This is an optimization exercise on Yosys and OpenROAD, whose aim is small area, not a production implementation. At most, simulation tests tie the RTL to the original design; equivalence was not proved. No activity file was given, so power comes from the tool's default toggle rates.

## uart_frame_top
module uart_frame_top (
  input  logic        clk,
  input  logic        rst,        
  input  logic        key0,       
  input  logic        key1,       
  input  logic        sw0,        
  output logic        uart_tx
);
For scale: about 4500 sq um of cells after synthesis.
==> flow/config.mk <==
export PLATFORM = sky130hd
export DESIGN_NAME = uart_frame_top
export DESIGN_NICKNAME = uart_frame_top
export VERILOG_FILES = /design/flow/design.v
export SDC_FILE = /design/flow/constraint.sdc
export NUM_CORES = 4
export LEC_CHECK = 0
export CAP_MARGIN = 20
export CORE_MARGIN = 2
export CORE_UTILIZATION = 40
export CTS_BUF_LIST = sky130_fd_sc_hd__clkbuf_4
export SLEW_MARGIN = 20
==> flow/constraint.sdc <==
create_clock -name core_clock -period 10.0 [get_ports {clk}]
set_input_delay 2.0000 -clock core_clock [delete_from_list [all_inputs] [get_ports {clk}]]
set_output_delay 2.0000 -clock core_clock [all_outputs]
set_load 0.01 [all_outputs]
standard.sh (not shown) runs the stock make flow with config.mk's settings and CLKGATE_MAP_FILE= SYNTH_SCRIPT=/design/flow/synth_recipe.tcl, a recipe that flattens the netlist after the stock synthesis.
==> flow/flow/run.sh <==
#!/bin/bash
set -euo pipefail
export CTS_ARGS="-sink_clustering_enable -repair_clock_nets -dont_use_dummy_load -buf_list sky130_fd_sc_hd__clkbuf_4"
bash standard.sh > standard.log 2>&1
Rerun with:
==> flow/flow/run.sh (replaced) <==
#!/bin/bash
set -euo pipefail
export CTS_ARGS="-sink_clustering_enable -repair_clock_nets -dont_use_dummy_load -buf_list sky130_fd_sc_hd__clkbuf_4"
export BUFFER_PORTS_ARGS="-buffer_cell sky130_fd_sc_hd__buf_1"
export RECOVER_POWER=100
bash standard.sh > standard.log 2>&1
CORE_UTILIZATION = 60   (was 40)
After rerunning:
- The changed run produced a clean layout
- global-route usage rises by 6.7 points
- total power is about the same
- critical path depth rises by 3
- routed wire length rises by 2.4%
- flip-flop and latch count does not change
- clock-buffer cell count stays the same
- cell area falls by 2.1%

The RTL this note starts from:
==> flow/design.v <==
module uart_frame_top (
  input  logic        clk,
  input  logic        rst,        
  input  logic        key0,       
  input  logic        key1,       
  input  logic        sw0,        
  output logic        uart_tx
);
  logic [3:0] k;       
  logic       h;       
  logic [4:0] b;       
  logic [4:0] c;       
  logic [6:0] f;       
  logic [3:0] bidx;    
  wire k9          = k[3] & k[0];
  wire w20         = k9 & h;
  wire tick_ball   = w20 & (&b);
  wire tick_ai     = w20 & (&c);
  wire tick_paddle = tick_ball | (k9 & ~h & (b == 5'd19));
  wire cap_end = k9 & (f == 7'd47 || f[6:2] == 5'b01100);
  wire t0      = (f == 7'd47) & ~k[0];
  logic capt;          
  wire [3:0] tk = {k9 | (&k[2:0]), ~k[3] & (&k[1:0]), k[0] & ~k[3], 1'b1};
  wire [4:0] tb, tc;
  wire [6:0] tf;
  wire [3:0] ti;
  wire       ie = k9 & capt;
  assign tb[0] = w20;
  assign tc[0] = w20;
  assign tf[0] = k[0];
  assign ti[0] = ie;
  for (genvar i = 1; i < 5; i++) begin : g_tb
    assign tb[i] = tb[i-1] & b[i-1];
    assign tc[i] = tc[i-1] & c[i-1];
  end
  for (genvar i = 1; i < 7; i++) begin : g_tf
    assign tf[i] = tf[i-1] & f[i-1];
  end
  for (genvar i = 1; i < 4; i++) begin : g_ti
    assign ti[i] = ti[i-1] & bidx[i-1];
  end
  wire wb = w20 & (&b);
  wire wf = k[0] & (&f);
  wire wi = ie & (&bidx);
  always_ff @(posedge clk) begin
    if (rst) begin
      k <= 4'd0; h <= 1'b0; b <= 5'd7; c <= 5'd0; f <= 7'd124; bidx <= 4'd7;
      capt <= 1'b0;
    end else begin
      k    <= k ^ tk;
      h    <= h ^ k9;
      b    <= (b ^ tb) | {2'b0, {3{wb}}};
      c    <= c ^ tc;
      f    <= (f ^ tf) | {2'b0, wf, wf, 1'b0, wf, 1'b0};
      bidx <= (bidx ^ ti) | {1'b0, {3{wi}}};
      if (k9) capt <= cap_end;
    end
  end
  logic [7:0] lfsr;
  logic       lfsr_fb;
  always_ff @(posedge clk) begin
    if (rst) begin
      lfsr    <= 8'hA5;
      lfsr_fb <= 1'b0;
    end else if (tick_ball) begin
      lfsr_fb <= lfsr[7] ^ lfsr[5] ^ lfsr[4] ^ lfsr[3];
      lfsr    <= {lfsr[6:0], lfsr_fb};
    end
  end
  logic [9:0] rp1, rp2, rbx, rby, rs1, rs2;
  wire [7:0] p1v = rp1[8:1];
  wire [7:0] p2v = rp2[8:1];
  wire [8:0] bxv = rbx[9:1];
  wire [7:0] byv = rby[8:1];
  wire k_7   = (k == 4'd7);
  wire k_200 = k_7 | (k == 4'd3) | (k == 4'd6);
  logic prev_sw;       
  logic relp;          
  logic vxn, vyn;      
  logic hit1, hit2, gt2, lt2;    
  wire play_en = ~sw0;
  wire rel_now = play_en & prev_sw;
  wire p1_up = ~key0 && p1v != 8'd206;
  wire p1_dn = ~p1_up && ~key1 && p1v != 8'd0;
  wire p2_up = gt2 && p2v != 8'd206;
  wire p2_dn = ~p2_up && lt2 && p2v != 8'd0;
  wire miss_l = ~relp & vxn & (bxv == 9'd0);
  wire miss_r = ~relp & ~vxn & (bxv == 9'd399);
  wire miss   = miss_l | miss_r;
  wire bounce = ~relp & (vyn ? (byv == 8'd0) : (byv == 8'd255));
  wire h1     = ~relp & vxn & (bxv == 9'd26) & hit1;
  wire h2     = ~relp & ~vxn & (bxv >= 9'd373) & hit2;
  wire tbe    = tick_ball & play_en & ~rel_now;
  wire pad_go = tick_paddle & play_en & (p1_up | p1_dn);
  wire ai_go  = tick_ai & play_en & lfsr[0] & lfsr[1] & (p2_up | p2_dn);
  always_ff @(posedge clk) begin
    if (rst) begin
      prev_sw <= 1'b1;
      relp    <= 1'b0;
      vxn     <= 1'b0;
      vyn     <= 1'b0;
    end else begin
      prev_sw <= sw0;
      relp    <= ~k9 & (relp | rel_now);
      if (rel_now) begin
        vxn <= 1'b0;
        vyn <= ~lfsr[0];
      end else if (tbe) begin
        if (miss) begin
          vxn <= miss_r;
          vyn <= ~lfsr[0];
        end else begin
          if (bounce) vyn <= ~vyn;
          if (h1) vxn <= 1'b0;
          if (h2) vxn <= 1'b1;
        end
      end
    end
  end
  logic init;                  
  logic ballc, sclr;           
  logic bxdir, bydir, p1dir, p2dir;
  logic cy_p1, cy_p2, cy_bx, cy_by, cy_s1, cy_s2;
  always_ff @(posedge clk) begin
    if (rst) init <= 1'b1;
    else if (k9) init <= 1'b0;
  end
  always_ff @(posedge clk) begin
    if (k9) begin
      ballc <= rel_now | relp | (tbe & miss);
      sclr  <= rel_now | relp;
      bxdir <= vxn;
      bydir <= vyn;
      p1dir <= ~p1_up;
      p2dir <= ~p2_up;
    end
  end
  wire src_p = init;
  wire src_b = init | ballc;
  wire src_s = init | sclr;
  wire x_p1 = src_p ? k_7   : rp1[0];
  wire x_p2 = src_p ? k_7   : rp2[0];
  wire x_bx = src_b ? k_200 : rbx[0];
  wire x_by = src_b ? k_7   : rby[0];
  wire x_s1 = ~src_s & rs1[0];
  wire x_s2 = ~src_s & rs2[0];
  logic bw1, lt50a, bw2, lt50b, lt25, gt25;
  wire o_p1 = x_p1 ^ cy_p1;
  wire o_p2 = x_p2 ^ cy_p2;
  wire o_by = x_by ^ cy_by;
  wire dd1  = o_by ^ o_p1 ^ bw1;
  wire dd2  = o_by ^ o_p2 ^ bw2;
  wire k_50 = (k == 4'd1) | (k == 4'd4) | (k == 4'd5);
  wire k_25 = (k == 4'd0) | (k == 4'd3) | (k == 4'd4);
  always_ff @(posedge clk) begin
    if (k9) begin
      bw1 <= 1'b0; lt50a <= 1'b0; bw2 <= 1'b0; lt50b <= 1'b0; lt25 <= 1'b0; gt25 <= 1'b0;
    end else if (~k[3]) begin
      bw1   <= (~o_by & o_p1) | (~(o_by ^ o_p1) & bw1);
      bw2   <= (~o_by & o_p2) | (~(o_by ^ o_p2) & bw2);
      lt50a <= k_50 ? (~dd1 | lt50a) : (~dd1 & lt50a);
      lt50b <= k_50 ? (~dd2 | lt50b) : (~dd2 & lt50b);
      lt25  <= k_25 ? (~dd2 | lt25) : (~dd2 & lt25);
      gt25  <= k_25 ? (dd2 & gt25) : (dd2 | gt25);
    end
  end
  assign hit1 = ~bw1 & lt50a;
  assign hit2 = ~bw2 & lt50b;
  assign gt2  = relp ? (p2v < 8'd103) : (~bw2 & gt25);
  assign lt2  = relp ? (p2v > 8'd103) : (bw2 | lt25);
  always_ff @(posedge clk) begin
    if (rst) begin
      cy_p1 <= 1'b0; cy_p2 <= 1'b0; cy_bx <= 1'b0;
      cy_by <= 1'b0; cy_s1 <= 1'b0; cy_s2 <= 1'b0;
    end else if (k9) begin
      cy_p1 <= pad_go;
      cy_p2 <= ai_go;
      cy_bx <= tbe & ~miss;
      cy_by <= tbe & ~miss & ~bounce;
      cy_s1 <= tbe & miss_r;
      cy_s2 <= tbe & miss_l;
    end else begin
      cy_p1 <= cy_p1 & (x_p1 ^ p1dir);
      cy_p2 <= cy_p2 & (x_p2 ^ p2dir);
      cy_bx <= cy_bx & (x_bx ^ bxdir);
      cy_by <= cy_by & (x_by ^ bydir);
      cy_s1 <= cy_s1 & x_s1;
      cy_s2 <= cy_s2 & x_s2;
    end
  end
  always_ff @(posedge clk) begin
    rp1 <= {x_p1 ^ cy_p1, rp1[9:1]};
    rp2 <= {x_p2 ^ cy_p2, rp2[9:1]};
    rbx <= {x_bx ^ cy_bx, rbx[9:1]};
    rby <= {x_by ^ cy_by, rby[9:1]};
    rs1 <= {x_s1 ^ cy_s1, rs1[9:1]};
    rs2 <= {x_s2 ^ cy_s2, rs2[9:1]};
  end
  logic ovr;
  always_ff @(posedge clk)
    if (t0) ovr <= relp;
  logic stream;
  always_comb begin
    case (bidx)
      4'd7:    stream = k[0];                           
      4'd8:    stream = rp1[0];
      4'd9:    stream = rp2[0];
      4'd10:   stream = ~ovr & (k == 4'd0) & rbx[8];    
      4'd11:   stream = ovr ? k_200 : rbx[0];
      4'd12:   stream = 1'b0;                           
      4'd13:   stream = ovr ? k_7 : rby[0];
      4'd14:   stream = ~ovr & rs1[0];
      default: stream = ~ovr & rs2[0];
    endcase
  end
  logic [7:0] hold;
  wire hold_sh = (capt & ~k[3]) | (f[6] & (&f[2:0]) & k[0]);
  always_ff @(posedge clk) begin
    if (rst)          hold[0] <= 1'b1;
    else if (hold_sh) hold[0] <= hold[1];
  end
  always_ff @(posedge clk)
    if (hold_sh) hold[7:1] <= {stream, hold[7:2]};
  assign uart_tx = f[6] ? hold[0] : ~(&f[5:3]);
endmodule
make LEC_CHECK=0 CAP_MARGIN=20 CORE_MARGIN=2 CORE_UTILIZATION=40 CTS_BUF_LIST=sky130_fd_sc_hd__clkbuf_8 CTS_CLUSTER_DIAMETER=100 CTS_CLUSTER_SIZE=50 SLEW_MARGIN=20 finish   # period 10.0 ns
run.sh (not shown) runs the stock make flow with config.mk's settings and CLKGATE_MAP_FILE= SYNTH_SCRIPT=/design/flow/synth_recipe.tcl, a recipe that flattens the netlist after the stock synthesis.
Stock flow here: none of the scripts above is used.
==> next run, changes <==
Settings changed: CTS_BUF_LIST sky130_fd_sc_hd__clkbuf_8 to sky130_fd_sc_hd__clkbuf_4, CTS_CLUSTER_DIAMETER 100 to not set, CTS_CLUSTER_SIZE 50 to not set.
Outcome: Setup slack got worse by 0.10 ns. Via count is higher slightly. Cell area is lower by a few percent. Power is lower by a little under a tenth. Core utilization is lower by 0.94 points. Global-route usage is about the same. First-iteration DRC count is higher by about a fifth. Area after synthesis does not change. Wire length is lower slightly. Sequential power stays flat.
==> next run, changes <==
==> flow/flow/run.sh (new file) <==
#!/bin/bash
set -euo pipefail
export CTS_ARGS="-sink_clustering_enable -repair_clock_nets -dont_use_dummy_load -buf_list sky130_fd_sc_hd__clkbuf_4"
bash standard.sh > standard.log 2>&1
==> flow/standard.sh (new file) <==
#!/bin/bash
# synth_recipe.tcl (not shown) runs the flow's synth.tcl, then flattens the netlist and writes it again
# the make line also repeats each setting of config.mk as NAME=value (left out here)
make -C /OpenROAD-flow-scripts/flow DESIGN_CONFIG=/design/flow/config.mk WORK_HOME=/design/flow/orfs CLKGATE_MAP_FILE= SYNTH_SCRIPT=/design/flow/synth_recipe.tcl "${@:-finish}"
removed: flow/run.sh
Fmax climbs by 0.92%. Cell area drops by 3.8%. Hold slack is worse by 0.022 ns. Utilization drops by 1.7 points. Combinational power hardly moves. Critical path depth stays the same. Sequential power is about the same. Global-route usage drops by 0.35 points.
==> next run, changes <==
==> flow/run.sh (new file) <==
#!/bin/bash
# synth_recipe.tcl (not shown) runs the flow's synth.tcl, then flattens the netlist and writes it again
# the make line also repeats each setting of config.mk as NAME=value (left out here)
make -C /OpenROAD-flow-scripts/flow DESIGN_CONFIG=/design/flow/config.mk WORK_HOME=/design/flow/orfs CLKGATE_MAP_FILE= SYNTH_SCRIPT=/design/flow/synth_recipe.tcl finish
Settings changed: CTS_BUF_LIST sky130_fd_sc_hd__clkbuf_4 to sky130_fd_sc_hd__clkbuf_16, CTS_CLUSTER_DIAMETER set to 200, CTS_CLUSTER_SIZE set to 100.
removed: flow/flow/run.sh
removed: flow/standard.sh
Outcome: The changed run ran to the end with no violations; cell count goes up by a few percent; core utilization goes up by 4.2 points; via count goes up slightly; setup slack is better by 0.090 ns; die area does not change; routed wire length goes up by a few percent; total power goes up by well over a third; global-route usage goes up by 0.55 points; final area goes up by roughly a tenth; register-to-register slack hardly moves.
Function was not checked in any run of this note: the RTL went through the layout flow alone.

wip/xenon:
RTL: one of the versions met above, not the one the previous note started from.
Size: about 4500 um^2 of cells after synthesis.
clock: 10.0 ns
lec_check: 0
cap_margin: 20
core_margin: 2
core_utilization: 40
cts_buf_list: sky130_fd_sc_hd__clkbuf_4
slew_margin: 20
standard.sh (not shown) runs the stock make flow with config.mk's settings and CLKGATE_MAP_FILE= SYNTH_SCRIPT=/design/flow/synth_recipe.tcl, a recipe that flattens the netlist after the stock synthesis.
==> flow/flow/run.sh <==
#!/bin/bash
set -euo pipefail
export CTS_ARGS="-sink_clustering_enable -repair_clock_nets -dont_use_dummy_load -buf_list sky130_fd_sc_hd__clkbuf_4"
export BUFFER_PORTS_ARGS="-buffer_cell sky130_fd_sc_hd__buf_1"
bash standard.sh > standard.log 2>&1
What wip/zinc does differently from wip/xenon at the input level:
==> flow/flow/run.sh <==
#!/bin/bash
set -euo pipefail
export CTS_ARGS="-sink_clustering_enable -repair_clock_nets -dont_use_dummy_load -sink_buffer_max_cap_derate 1.0 -buf_list sky130_fd_sc_hd__clkbuf_4"
bash standard.sh > standard.log 2>&1
==> results.txt <==
Going from wip/xenon to wip/zinc, the worst ir drop on vdd was found to have gone down by 0.0079 mV. Between wip/xenon and wip/zinc, average via count per standard cell is higher for wip/zinc, wip/xenon comes in under that. Worst setup slack after layout was higher in the run labelled wip/xenon. [compare] base=wip/xenon new=wip/zinc: relative max-transition margin shows a reduction of 5.7 points, post-route cell area shows an increase of 31 um^2, count of maximum capacitance violations shows no meaningful change, final standard cell utilization of the core shows an increase of 0.29 points, met1 usage in global routing shows a reduction of 0.69 points. Detailed-route wire length on metal 1, wip/xenon and wip/zinc: lower on wip/zinc. The minimum clock period after layout of wip/zinc exceeds that of wip/xenon by 0.31 ns. The sum of routed wire length over all layers was comparable across wip/xenon and wip/zinc.
Inputs modified between wip/zinc and wip/onyx:
==> flow/flow/run.sh <==
#!/bin/bash
set -euo pipefail
export CTS_ARGS="-sink_clustering_enable -repair_clock_nets -dont_use_dummy_load -sink_clustering_size 32 -sink_clustering_max_diameter 200 -buf_list sky130_fd_sc_hd__clkbuf_8"
bash standard.sh > standard.log 2>&1
Findings:
- Max utilization across wip/onyx and wip/zinc: wip/onyx
- Compared with wip/zinc, in wip/onyx worst reg-to-reg path cell count comparable, highest ir drop seen on vdd now larger, setup slack now larger, reported combinational group power comparable.
- Relative to wip/zinc, wip/onyx improves final critical delay including setup and external delays.
- Reported for wip/onyx and wip/zinc, initial antenna violation count turned out identical to the last digit.
- The fraction of standard cell area in multi-input logic in wip/onyx was lower than what wip/zinc gave.
## Diff of input files: wip/yarrow against wip/onyx
==> flow/flow/run.sh <==
#!/bin/bash
set -euo pipefail
export CTS_ARGS="-sink_clustering_enable -repair_clock_nets -dont_use_dummy_load -sink_buffer_max_cap_derate 0.05 -buf_list sky130_fd_sc_hd__clkbuf_4"
bash standard.sh > standard.log 2>&1
### Flow results
For the hold slack, wip/yarrow came in 0.0097 ns lower than wip/onyx did. Final critical-path share of the clock period for wip/yarrow is higher than for wip/onyx. Re overall die area: no difference whatsoever between wip/yarrow and wip/onyx. Fmax: wip/yarrow lower than wip/onyx. wip/yarrow vs. wip/onyx: design area now smaller; sequential share of layout area now larger; power share of the clock group now smaller; post-CTS clock slew at the launch and capture registers of the worst setup and hold paths now larger; switching fraction of total power now larger.
For wip/delta, these inputs were changed with respect to wip/yarrow:
- changing CORE_UTILIZATION from 40 to 75
==> flow/flow/run.sh <==
#!/bin/bash
# The standard layout (standard.sh: ORFS synthesis to final layout), with
# three settings passed to ORFS through its environment:
# - clock tree synthesis adds no dummy load cells,
# - the input and output ports are buffered with buf_1,
# - after global routing, gates off the critical paths are downsized.
# Each ORFS step writes its own log under orfs/logs; make's output goes to
# standard.log.
set -euo pipefail
export CTS_ARGS="-sink_clustering_enable -repair_clock_nets -dont_use_dummy_load -buf_list sky130_fd_sc_hd__clkbuf_4"
export BUFFER_PORTS_ARGS="-buffer_cell sky130_fd_sc_hd__buf_1"
export RECOVER_POWER=100
bash standard.sh > standard.log 2>&1
Looking at effective utilization at floorplan, wip/delta sits above wip/yarrow. In the reports for wip/yarrow and wip/delta, the smaller share of post-route cells with drive strength above 1 belongs to wip/delta. Cmp wip/delta vs wip/yarrow: post-route cell area lower in wip/delta. Layout clock buffer count came out exactly the same in wip/yarrow and wip/delta. Delta (wip/delta minus wip/yarrow): share of power burned in registers increased 0.2 points, clock share of power went down by 0.2 points, share of the final layout cell area in sequential cells climbed 1.9 points, instance count on the critical path increased by 3 relative to the old numbers, overall die area lost about 45%. When the final numbers for wip/yarrow and wip/delta were put side by side, the synthesis-to-finish area growth turned out to be greater in wip/yarrow. wip/delta has detailed-route wire length per cell above what wip/yarrow had.
What wip/violet does differently from wip/delta at the input level:
==> flow/flow/run.sh <==
#!/bin/bash
set -euo pipefail
export CTS_ARGS="-sink_clustering_enable -repair_clock_nets -dont_use_dummy_load -buf_list sky130_fd_sc_hd__clkbuf_4"
export BUFFER_PORTS_ARGS="-buffer_cell sky130_fd_sc_hd__buf_1"
export RECOVER_POWER=100
bash standard.sh > standard.log 2>&1
Notes after the runs:
Looking at the reports, wip/violet completed the entire flow and the layout it produced met the timing, DRC and antenna checks. Changes observed in wip/violet relative to wip/delta: routed length per instance ~0 delta; final design instance area without fill about even. Between wip/violet and wip/delta, the total setup buffers inserted after CTS does not differ in any meaningful way. From wip/violet to wip/delta, count of buffer and inverter cells on the critical path did not move at all. Total area of sequential cells: wip/delta vs wip/violet identical.

[port drivers added, routing unchanged]
In the flow no input, the clock included, has a driving cell. The finished layouts below were timed again as built, in two steps. Step 1 (the two cells are an assumption about what drives the block):
set clk [get_ports {clk}]
set_driving_cell -lib_cell sky130_fd_sc_hd__clkbuf_16 $clk
set_driving_cell -lib_cell sky130_fd_sc_hd__buf_2 [delete_from_list [all_inputs] $clk]
Step 2, shift: input delay + t, output delay - t, t = (earliest + latest rising clock arrival at the registers) / 2. This alone moves slack from input paths to output paths. Slacks: ideal ports / drivers / drivers and shift; pairs: ideal ports / drivers.
run | t (ns) | slack for setup (ns) | hold slack, ns | slew at the worst register clock pin (ns) | pins driven straight from the clock port
the first run of note 1 | 0.528 | 6.333 / 6.303 / 6.161 | 0.299 / 0.299 / 0.299 | 0.11 / 0.11 | 1
the second run of note 1 | 0.524 | 6.670 / 6.670 / 6.200 | 0.314 / 0.314 / 0.314 | 0.12 / 0.12 | 1
the first run of note 2 | 0.462 | 6.342 / 6.308 / 6.278 | 0.328 / 0.328 / 0.328 | 0.08 / 0.08 | 1
the second run of note 2 | 0.544 | 6.239 / 6.207 / 6.285 | 0.338 / 0.338 / 0.338 | 0.12 / 0.12 | 1
the third run of note 2 | 0.515 | 6.274 / 6.243 / 6.268 | 0.316 / 0.316 / 0.316 | 0.12 / 0.12 | 1
the fourth run of note 2 | 0.442 | 6.364 / 6.326 / 6.271 | 0.325 / 0.325 / 0.325 | 0.06 / 0.06 | 1
wip/xenon | 0.508 | 6.639 / 6.639 / 6.522 | 0.328 / 0.328 / 0.328 | 0.12 / 0.12 | 1
wip/zinc | 0.528 | 6.333 / 6.303 / 6.161 | 0.299 / 0.299 / 0.299 | 0.11 / 0.11 | 1
wip/onyx | 0.453 | 6.426 / 6.394 / 6.163 | 0.309 / 0.309 / 0.309 | 0.07 / 0.07 | 1
wip/yarrow | 0.528 | 6.333 / 6.303 / 6.161 | 0.299 / 0.299 / 0.299 | 0.11 / 0.11 | 1
wip/delta | 0.522 | 6.670 / 6.670 / 6.230 | 0.307 / 0.307 / 0.307 | 0.11 / 0.11 | 1
wip/violet | 0.522 | 6.670 / 6.670 / 6.230 | 0.307 / 0.307 / 0.307 | 0.11 / 0.11 | 1
After both steps setup and hold are still met in every run listed. The setup slack of the second run of note 1, which loses most, moves by 0.000 ns with the drivers and by -0.470 ns with both steps.
